Background: an optimization exercise with open tools, aiming at small area, a short achievable clock period and few clock cycles. Do not read the settings as production practice.
Function was checked by simulation only, so behaviour that the tests miss may differ from the original.
Power figures rest on the tool's default switching activity, not on a simulated workload.

==> run C: inputs <==
// cube_solver
module cube_solver (
    input  wire        clk,
    input  wire        rst,
    input  wire        run,
    input  wire [11:0] lo,
    input  wire [11:0] hi,
    output wire [11:0] total_found,
    output reg         solver_done
);
    function automatic gt12(input [11:0] a, input [11:0] b);
        reg [15:0] g, l;
        integer k, w;
        begin
            g = 16'd0;
            l = 16'd0;
            for (k = 0; k < 12; k = k + 1) begin
                g[k] = a[k] & ~b[k];
                l[k] = ~a[k] & b[k];
            end
            for (w = 1; w < 16; w = w * 2)
                for (k = 0; k + w < 16; k = k + 2 * w) begin
                    g[k] = g[k + w] | (~l[k + w] & g[k]);
                    l[k] = l[k + w] | (~g[k + w] & l[k]);
                end
            gt12 = g[0];
        end
    endfunction
    wire [6:0] q_w, s_w;
    wire       pred_w;
    cube_qtab u_qtab (
        .x00(hi[11]), .x01(hi[10]), .x02(hi[9]), .x03(hi[8]), .x04(hi[7]), .x05(hi[6]),
        .x06(hi[5]),  .x07(hi[4]),  .x08(hi[3]), .x09(hi[2]), .x10(hi[1]), .x11(hi[0]),
        .z0(q_w[6]), .z1(q_w[5]), .z2(q_w[4]), .z3(q_w[3]), .z4(q_w[2]), .z5(q_w[1]), .z6(q_w[0])
    );
    cube_pred u_pred (
        .x00(hi[11]), .x01(hi[10]), .x02(hi[9]), .x03(hi[8]), .x04(hi[7]), .x05(hi[6]),
        .x06(hi[5]),  .x07(hi[4]),  .x08(hi[3]), .x09(hi[2]), .x10(hi[1]), .x11(hi[0]),
        .z0(pred_w)
    );
    cube_stab u_stab (
        .x00(lo[11]), .x01(lo[10]), .x02(lo[9]), .x03(lo[8]), .x04(lo[7]), .x05(lo[6]),
        .x06(lo[5]),  .x07(lo[4]),  .x08(lo[3]), .x09(lo[2]), .x10(lo[1]), .x11(lo[0]),
        .z0(s_w[6]), .z1(s_w[5]), .z2(s_w[4]), .z3(s_w[3]), .z4(s_w[2]), .z5(s_w[1]), .z6(s_w[0])
    );
    reg [6:0] q_hi;      
    reg [6:0] s_lo;      
    reg       hi_hit;    
    reg       in_order;  
    always @(posedge clk) begin
        if (rst)
            solver_done <= 1'b0;
        else if (run)
            solver_done <= 1'b1;
        if (run) begin
            q_hi     <= q_w;
            s_lo     <= s_w;
            hi_hit   <= pred_w;
            in_order <= !gt12(lo, hi);
        end
    end
  ...
==> flow/config.mk <==
export PLATFORM = sky130hd
export DESIGN_NAME = cube_solver
export DESIGN_NICKNAME = cube_solver
export VERILOG_FILES = /design/flow/design.v
export SDC_FILE = /design/flow/constraint.sdc
export NUM_CORES = 4
export LEC_CHECK = 0
export ABC_AREA = 1
export CAP_MARGIN = 20
export CORE_MARGIN = 2
export CORE_UTILIZATION = 60
export CTS_BUF_LIST = sky130_fd_sc_hd__clkbuf_4
export CTS_CLUSTER_DIAMETER = 100
export CTS_CLUSTER_SIZE = 30
export PLACE_DENSITY = 0.8
export SETUP_SLACK_MARGIN = 2.0
export SLEW_MARGIN = 20
==> flow/constraint.sdc <==
create_clock -name core_clock -period 5.0 [get_ports {clk}]
set_input_delay 1.0000 -clock core_clock [delete_from_list [all_inputs] [get_ports {clk}]]
set_output_delay 1.0000 -clock core_clock [all_outputs]
set_load 0.01 [all_outputs]
standard.sh (not shown) runs the stock make flow with config.mk's settings and CLKGATE_MAP_FILE= SYNTH_SCRIPT=/design/flow/synth_recipe.tcl, a recipe that flattens the netlist after the stock synthesis.
==> flow/flow/run.sh <==
#!/bin/bash
# The standard layout (standard.sh) with two changes:
#  - plain buf_2 cells as the port buffers instead of the buffer that
#    buffer_ports picks by default (timing repair still resizes the ones on
#    critical paths);
#  - no ADDER_MAP_FILE, so Yosys does not cut half/full adders out of the
#    logic before ABC maps it: ABC maps the adders with the rest.
# Output of make and every tool it runs goes to flow_make.log here; ORFS's
# per-step logs stay under orfs/logs.
set -euo pipefail
export BUFFER_PORTS_ARGS="-buffer_cell sky130_fd_sc_hd__buf_2"
export ADDER_MAP_FILE=
bash standard.sh > flow_make.log 2>&1
==> run A: changes against run C <==
- SETUP_SLACK_MARGIN: 2.0 -> 1.7
==> impl_metrics.xml <==
<?xml version="1.0" encoding="UTF-8"?>
<metrics>
  <group name="outcome">
    <metric name="outcome" unit="">timing/DRC/antenna clean</metric>
  </group>
  <group name="worst_setup_path">
    <metric name="cp_cell_sequence" unit="">or2_1 -&gt; nand2_2 -&gt; xor2_2 -&gt; nor2_2 -&gt; buf_4 -&gt; nand3_1 -&gt; o2111ai_1 -&gt; xor2_1 -&gt; buf_2</metric>
  </group>
  <group name="routing">
    <metric name="wire_per_inst" unit="um">16.5</metric>
    <metric name="drt_pass1_iterations" unit="">6</metric>
  </group>
  <group name="final_layout">
    <metric name="final-instance-count-excl-fill" unit="">723</metric>
    <metric name="finalNetCount" unit="">676</metric>
    <metric name="area_share_nonclk_buffers" unit="%">4.98</metric>
    <metric name="clock_cell_area_share" unit="%">0.808</metric>
  </group>
  <group name="pwr">
    <metric name="p_seq_share" unit="%">27.3</metric>
  </group>
</metrics>
The numbers above come from run C.

==> impl_metrics.xml <==
<?xml version="1.0" encoding="UTF-8"?>
<metrics>
  <group name="outcome">
    <metric name="outcome" unit="">timing/DRC/antenna clean</metric>
  </group>
  <group name="routing">
    <metric name="drt_pass1_iterations" unit="">7</metric>
  </group>
  <group name="final_layout">
    <metric name="area_share_nonclk_buffers" unit="%">4.82</metric>
    <metric name="clock_cell_area_share" unit="%">0.815</metric>
  </group>
  <group name="pwr">
    <metric name="p_seq_share" unit="%">27.7</metric>
  </group>
</metrics>
The numbers above come from run A.

Testbench counts of run C, summed over its fixed seeds: cycles 128.
Testbench counts of run A, summed over its fixed seeds: cycles 128.

-- afterwards: timing with drivers on the ports --
In the flow no input, the clock included, has a driving cell. The finished layouts below were timed again as built, in two steps.
Step 1: set_driving_cell puts a clkbuf_16 on clk and a buf_2 on each other input, an assumption about the parent block.
Step 2 times the ports against the registers' clock, not the clock port: input delays grow and output delays shrink by t, the midpoint of the rising clock arrivals with the driver on.
a / b / c = ideal ports / drivers / drivers and shift; a / b = the first two.
| run | t (ns) | setup slack, ns | worst setup path after step 2 | clock arrival spread, ns | worst register clock-pin slew, ns |
|---|---|---|---|---|---|
| run C | 0.294 | 2.037 / 2.015 / 1.968 | input to register | 0.008 / 0.008 | 0.09 / 0.09 |
| run A | 0.293 | 1.976 / 1.954 / 1.944 | input to register | 0.005 / 0.005 | 0.09 / 0.09 |
After both steps setup and hold are still met in every run listed. For run C, which loses most, drivers alone change the setup slack by -0.022 ns; drivers and shift together by -0.069 ns.
